Background: an optimization exercise with open tools, aiming at small area, a short achievable clock period and few clock cycles per item. Do not read the settings as production practice.
Only simulation tests tie the RTL to the original design; equivalence was not proved.

### flow/config.mk
export PLATFORM = sky130hd
export DESIGN_NAME = geofence
export DESIGN_NICKNAME = geofence
export VERILOG_FILES = /design/flow/design.v
export SDC_FILE = /design/flow/constraint.sdc
export NUM_CORES = 4
export LEC_CHECK = 0
export CAP_MARGIN = 20
export CORE_MARGIN = 2
export CORE_UTILIZATION = 40
export SLEW_MARGIN = 20
### flow/constraint.sdc
create_clock -name core_clock -period 8.0 [get_ports {clk}]
set_input_delay 1.6000 -clock core_clock [delete_from_list [all_inputs] [get_ports {clk}]]
set_output_delay 1.6000 -clock core_clock [all_outputs]
set_load 0.01 [all_outputs]
### flow/design.v
`timescale 1ns/10ps
module geofence (clk,reset,X,Y,valid,is_inside);
input			clk;
input			reset;
input	[9:0]	X;
input	[9:0]	Y;
output			valid;
output			is_inside;
localparam READ_INIT = 3'd0;
localparam READ = 3'd1;
localparam SORT_INIT = 3'd2;
localparam SORT = 3'd3;
localparam CHK = 3'd4;
localparam FINISH = 3'd5;
reg [2:0] currentState;
reg [2:0] nextState;
reg [2:0] cnt;
reg [9:0] x_list [0:6], y_list [0:6];
reg [9:0] obj_x, obj_y;
reg [9:0] left_x, left_y;
reg signed [10:0] sort_list [0:6];
reg sort_index;
reg signed [10:0] vectorA_x, vectorA_y, vectorB_x, vectorB_y;
reg [2:0] chk_cnt;
reg inside_flag;
integer i;
wire [19:0] ans0, ans1;
reg inside_;
wire msb0, msb1;
multiply mul0(.clk(clk), .reset(reset), .a(vectorA_x), .b(vectorB_y), .ans(ans0), .carry(msb0));
multiply mul1(.clk(clk), .reset(reset), .a(vectorA_y), .b(vectorB_x), .ans(ans1), .carry(msb1));
always @(*) begin
    case ({msb0, msb1})
        2'b10: inside_ = 1'b0;
        2'b01: inside_ = (ans0 != 20'd0) || (ans1 != 20'd0);
        2'b00: inside_ = ans0 > ans1;
        2'b11: inside_ = ans1 > ans0; 
        default: inside_ = 1'b0;
    endcase
end
assign valid = (currentState == FINISH);
assign is_inside = inside_flag;
always @(posedge clk or posedge reset) begin
    if (reset) begin
        currentState <= READ_INIT;
    end
    else currentState <= nextState;
end
always @(*) begin
    case (currentState)
		READ_INIT: nextState = READ;
        READ: nextState = (cnt == 3'd6)? SORT_INIT : READ;
        SORT_INIT: nextState = SORT;
        SORT: nextState = (cnt == 3'd6)? CHK : SORT;
        CHK: nextState = (cnt == 3'd6 || (~inside_ && chk_cnt > 1))? FINISH : CHK;
        FINISH: nextState = READ_INIT; 
        default: nextState = READ_INIT;
    endcase
end
always @(posedge clk or posedge reset) begin
    if (reset) begin
        cnt <= 0;
        left_x <= 10'd1023;
        left_y <= 0;
        sort_index <= 0;
		vectorA_x <= 0;
		vectorA_y <= 0;
		vectorB_x <= 0;
		vectorB_y <= 0;
		chk_cnt <= 0;
		inside_flag <= 0;
    end
    else begin
        case (currentState)
			READ_INIT: begin
                obj_x <= X;
                obj_y <= Y;
			end
            READ: begin
				cnt <= cnt + 3'd1;
                x_list[cnt] <= X;
                y_list[cnt] <= Y;
                if (cnt == 3'd0 || X < left_x) begin
                    left_x <= X;
                    left_y <= Y;
                end                
            end
            SORT_INIT: begin
				cnt <= 0;
                for (i = 0; i < 7; i = i + 1) begin
                    sort_list[i] <= (y_list[i] < left_y)? ~x_list[i] + 11'd1 : x_list[i];
                end
            end
            SORT: begin
                cnt <= (cnt == 3'd6)? 3'd0 : cnt + 3'd1;
                sort_index <= ~sort_index;
                if (sort_index) begin
                    for (i = 0; i < 5; i = i + 2) begin
                        sort_list[i] <= (sort_list[i] > sort_list[i + 1])? sort_list[i + 1] : sort_list[i];
                        x_list[i] <= (sort_list[i] > sort_list[i + 1])? x_list[i + 1] : x_list[i];
                        y_list[i] <= (sort_list[i] > sort_list[i + 1])? y_list[i + 1] : y_list[i];
                        sort_list[i + 1] <= (sort_list[i] > sort_list[i + 1])? sort_list[i] : sort_list[i + 1];
                        x_list[i + 1] <= (sort_list[i] > sort_list[i + 1])? x_list[i] : x_list[i + 1];
                        y_list[i + 1] <= (sort_list[i] > sort_list[i + 1])? y_list[i] : y_list[i + 1];
                    end
                end
                else begin
                    for (i = 1; i < 6; i = i + 2) begin
                        sort_list[i] <= (sort_list[i] > sort_list[i + 1])? sort_list[i + 1] : sort_list[i];
                        x_list[i] <= (sort_list[i] > sort_list[i + 1])? x_list[i + 1] : x_list[i];
                        y_list[i] <= (sort_list[i] > sort_list[i + 1])? y_list[i + 1] : y_list[i];
                        sort_list[i + 1] <= (sort_list[i] > sort_list[i + 1])? sort_list[i] : sort_list[i + 1];
                        x_list[i + 1] <= (sort_list[i] > sort_list[i + 1])? x_list[i] : x_list[i + 1];
                        y_list[i + 1] <= (sort_list[i] > sort_list[i + 1])? y_list[i] : y_list[i + 1];
                    end
                end
            end
			CHK: begin
				chk_cnt <= (chk_cnt == 6)? chk_cnt : chk_cnt + 3'd1;
				vectorB_x <= x_list[chk_cnt] - obj_x;
				vectorB_y <= y_list[chk_cnt] - obj_y;
				vectorA_x <= (chk_cnt == 3'd6)? x_list[0] - x_list[chk_cnt] : x_list[chk_cnt + 1] - x_list[chk_cnt];
				vectorA_y <= (chk_cnt == 3'd6)? y_list[0] - y_list[chk_cnt] : y_list[chk_cnt + 1] - y_list[chk_cnt];
				cnt <= (chk_cnt > 1)? cnt + 3'd1 : cnt;
				inside_flag <= inside_;
			end
            FINISH: begin
				cnt <= 0;
                left_x <= 10'd1023;
                chk_cnt <= 0;
            end  
        endcase
    end
end
endmodule
module multiply (
	clk,
	reset,
	a,
	b,
	ans,
    carry
);
parameter  MUL_WIDTH  = 11;
parameter  MUL_RESULT = 21;
input                    clk;
input                  reset;
input [MUL_WIDTH-1:0]      a;
input [MUL_WIDTH-1:0]      b;
output [MUL_RESULT-2:0]  ans;
output                 carry;
reg                             msb;
reg [MUL_RESULT-2:0]            add;
wire [MUL_WIDTH-1:0]      mul_a_reg;
wire [MUL_WIDTH-1:0]      mul_b_reg;
wire [MUL_WIDTH-2:0]   inv_a, inv_b;
wire [19:0]  stored0, stored2, stored4, stored6, stored8;
wire [19:0]  stored1, stored3, stored5, stored7, stored9;
assign inv_a = ~a[9:0] + 10'd1;
assign inv_b = ~b[9:0] + 10'd1;
assign mul_a_reg = (a[10] == 0)? a : {1'b1, inv_a};
assign mul_b_reg = (b[10] == 0)? b : {1'b1, inv_b};
assign ans = add;
assign carry = msb;
assign stored0 = mul_b_reg[0]? mul_a_reg[9:0] : 10'b0;
assign stored1 = mul_b_reg[1]? mul_a_reg[9:0] : 10'b0;
assign stored2 = mul_b_reg[2]? mul_a_reg[9:0] : 10'b0;
assign stored3 = mul_b_reg[3]? mul_a_reg[9:0] : 10'b0;
assign stored4 = mul_b_reg[4]? mul_a_reg[9:0] : 10'b0;
assign stored5 = mul_b_reg[5]? mul_a_reg[9:0] : 10'b0;
assign stored6 = mul_b_reg[6]? mul_a_reg[9:0] : 10'b0;
assign stored7 = mul_b_reg[7]? mul_a_reg[9:0] : 10'b0;
assign stored8 = mul_b_reg[8]? mul_a_reg[9:0] : 10'b0;
assign stored9 = mul_b_reg[9]? mul_a_reg[9:0] : 10'b0;
always @(posedge clk or posedge reset) begin
	if (reset) begin		
		msb<=0;
		add<=0;	
	end
	else begin
		msb <= a[10] ^ b[10];
		add <= ((({stored1, 1'b0} + stored0) + {({stored3, 1'b0} + stored2), 2'b0}) + 
               {(({stored5, 1'b0} + stored4) + {({stored7, 1'b0} + stored6),2'b0}), 4'b0}) + 
               {({stored9, 1'b0} + stored8), 8'b0};
	end
end
endmodule
### flow/run.sh
#!/bin/bash
# synth_recipe.tcl (not shown) runs the flow's synth.tcl, then flattens the netlist and writes it again
# the make line also repeats each setting of config.mk as NAME=value (left out here)
make -C /OpenROAD-flow-scripts/flow DESIGN_CONFIG=/design/flow/config.mk WORK_HOME=/design/flow/orfs CLKGATE_MAP_FILE= SYNTH_SCRIPT=/design/flow/synth_recipe.tcl finish
==> flow_summary_export.csv <==
group,metric,value,unit
min_path,hp-class,"register to register",
logic_synthesis,synth.distinct_cells,75,
critical_path,reg2reg_setup_slack,1.07,ns
floorplanning,dieArea,82200,um^2
critical_path,setup.worst_path.end,"mul1.add[19]",
layout,area_growth,9.56,%
logic_synthesis,yosys.area.top_type,"edfxtp_1",
grt,overflow,0,
logic_synthesis,ys.flop_type,"edfxtp_1",
layout,layout.nets,4054,
floorplanning,die_w,287,um
grt,grt_pass1_wl,145000,um
timing,fin_crit_sh,86.6,%
critical_path,cp_data_arrival_time,7.39,ns
grt,grt_max_degree,100,
grt,antenna_found_initial,1,
logic_synthesis,synth_area_leaders,"edfxtp_1 (22%), ha_1 (16%), dfrtp_1 (8.4%), nor2_1 (5.0%), a21oi_1 (4.4%)",
timing,grt_setup_unrepaired,"false",
critical_path,setup.worst_path.start_class,"register",
logic_synthesis,synth-edff-count,237,
clock_tree,ctsResizeCount,0,
critical_path,cpPeakStageDelay,0.64,ns
clock_tree,cts_sinks,354,
timing,finalMaxSlewViolations,0,
clock_tree,h-tree-depth,2,
route,vias,26300,
logic_synthesis,postSynthAreaPerCell,8.85,um^2
floorplanning,die_y,287,um
layout,diodes,0,
logic_synthesis,ys_seq_area_share,31.5,%
route,dr.pass1.iters,7,
job,maxCapViolations,0,
clock_tree,clk_latency,0.63,ns
floorplanning,pin_count,24,
timing,max_freq,144,MHz
logic_synthesis,ys.warnings.count,5,
placed_design,dpl.hpwl,68800,um
grt,grt_usage,22.5,%
timing,final.min_clock_period,6.93,ns
critical_path,r2r-start,"vectorB_x[0]",
clock_tree,cts-root-buf,"clkbuf_16",
logic_synthesis,synthArstFlopShare,33.1,%
timing,relSlewSlack,25.6,%
clock_tree,path_clk_slew,0.06,ns
floorplanning,start_util,40.5,%
critical_path,r2r_end,"mul1.add[19]",
logic_synthesis,synth_cells,3613,
run_status,status,"finished clean",
timing,setup_viol,0,
logic_synthesis,synth_top_cell_area_share,22.3,%
clock_tree,numCtsBuffers,44,
clock_tree,cts_tree,"built",
min_path,hp-start,"left_x[8]",
route,drt-wirelength-per-cell,20.0,um
critical_path,crit_top_cell,"ha_1",
critical_path,critPathLaunch,"vectorB_x[0]",
layout,fin_cells,4674,
floorplanning,core_area,79000,um^2
critical_path,critical_path.max_fanout,11,
route,via_per_inst,5.63,
placed_design,port_buffers,23,
clock_tree,cts_hold_buf,0,
route,route.detailed.drc,0,
route,first_iter_violations,2457,
grt,first_global_vias,25100,
critical_path,critPathRequiredTime,8.46,ns
logic_synthesis,synth_nets,4079,
route,totalWireLength,93500,um
logic_synthesis,synth_area,32000,um^2
critical_path,slowest_stage,"xor2_1",
placed_design,gp_congestion,0.906,
placed_design,place_inst,4591,
route,ant_nets,0,
timing,finalSetupTns,0,ns
clock_tree,clk_path_buf_depth,3,
timing,clock_skew,0.0462,ns
clock_tree,cts_setup_buffers,0,
logic_synthesis,synth.ff_latch_count,354,
critical_path,worstSetupPathType,"register to register",
critical_path,reg2reg_depth,27,
critical_path,cp-end-kind,"register",
layout,drive_gt1_share,6.76,%
floorplanning,fp-row-count,103,
timing,hold_viol_final,0,
timing,tightest_slew,1.12,ns
==> worst max-delay path: cells and delay by family, from the launching register on <==
kind	cells	cell delay, ns
buf+inv	2	0.30
fa+ha+maj	7	2.60
xor+xnor	4	1.16
compound gates	6	1.27
simple gates	8	1.05
flops	1	0.40
==> synthesized netlist by cell type, drive strengths merged, types with 59 or more instances <==
cell type,n
o21a,67
a21oi,284
clkbuf,118
nand2,355
a21o,67
o21ai,187
nor3,76
xnor2,146
nor2,430
mux2,59
xor2,72
inv,257
edfxtp,237
nor2b,71
mux2i,102
dfrtp,107
ha,398
==> final cells by class <==
| class | instances | area (um^2) |
|---|---|---|
| flip-flops and latches | 354 | 10100 |
| fillers | 7686 | 44000 |
| clock inverters | 15 | 210 |
| repair buffers | 80 | 678 |
| inverters | 257 | 967 |
| multi-input cells | 2851 | 20500 |
| clock buffers | 67 | 1310 |
| well taps | 1050 | 1310 |
==> cells by family (layout without fill, tap and decap cells) <==
group / after synthesis / after routing / share of synthesized area, %
AND/OR/NAND/NOR: 1119 / 1119 / 15.5
buffers and inverters: 408 / 419 / 4.82
XOR/XNOR: 218 / 218 / 6.12
multiplexers: 161 / 161 / 5.27
flip-flops: 354 / 354 / 31.5
AO/OA/AOI/OAI: 909 / 909 / 18.4
adder cells (fa/ha/maj): 444 / 444 / 18.5
==> routing by layer <==
layer | global-route usage, % | part of all wire [%]
met1 | 30.9 | 45
met5 | 0 | 0
met4 | 7.38 | 3.1
met2 | 36.6 | 46
met3 | 3.05 | 6.7
==> state kept, by name, summed over array words and instances, names as in the netlist <==
register,cells
mul1.msb,1
left_x,10
mul1.add,20
currentState,3
vectorB_x,11
inside_flag,1
sort_index,1
mul0.add,20
left_y,10
chk_cnt,3
obj_x,10
vectorB_y,11
vectorA_x,11
y_list,70
sort_list,77
mul0.msb,1
vectorA_y,11
x_list,70
cnt,3
obj_y,10
==> through the flow <==
step	worst slack, ns	utilization (%)	hold WS [ns]	cell area [um^2]
4_1_cts	1.06	44.3	0.528	35000
6_report	1.07	44.3	0.525	35000
5_1_grt	0.444	44.3	0.533	35000
3_5_place_dp	1.10	42.4	0.518	33500
2_1_floorplan	1.64	-	0.483	32000
3_3_place_gp	1.24	42.4	0.509	33500
==> placed cells by master, fill, tap and decap left out, types with 12 or more instances in the layout <==
cell and count:
nor2_1 426, ha_1 396, nand2_1 353, a21oi_1 281
inv_1 256, edfxtp_1 237, o21ai_0 181, xnor2_1 144
dfrtp_1 105, mux2i_1 102, nor3_1 75, nor2b_1 71
xor2_1 69, o21a_1 67, a21o_1 67, mux2_2 59
buf_4 56, fa_1 46, clkbuf_16 44, o211a_1 41
a31oi_1 40, nand2b_1 35, or3_1 32, nand4_1 32
o211ai_1 29, nand3_1 26, a211oi_1 25, o31ai_1 24
clkdlybuf4s50_1 23, a22oi_1 22, a21boi_0 17, o41ai_1 17
a222oi_1 16, o21bai_1 15, clkbuf_8 12
==> worst min-delay path by stage <==
stage                              end  cells after the start
after global placement       left_x[6]                      2
after global routing         left_x[4]                      2
after floorplan           vectorB_y[8]                      2
after detailed placement     left_x[4]                      2
final                        left_x[8]                      2
after CTS                    left_x[4]                      2
Testbench counts, summed over its fixed seeds: cycles 56,406, items 2,400.

port drivers added, routing unchanged:
The flow's constraints put no driver on any port. The routed layout listed below was extracted and timed again, unchanged, in two steps.
Step 1, drivers: a clkbuf_16 drives clk and a buf_2 each remaining input, both assumed.
Step 2 times the ports against the registers' clock, not the clock port: input delays grow and output delays shrink by t, the midpoint of the rising clock arrivals with the driver on.
Slacks: ideal / step 1 / step 2; pairs: ideal / step 1.
t (ns): 0.669
slack for setup (ns): 1.073 / 1.073 / 1.073
hold WS [ns]: 0.525 / 0.525 / 0.525
After both steps this run still meets setup and hold. For this run, drivers alone change the setup slack by 0.000 ns; drivers and shift together by 0.000 ns.
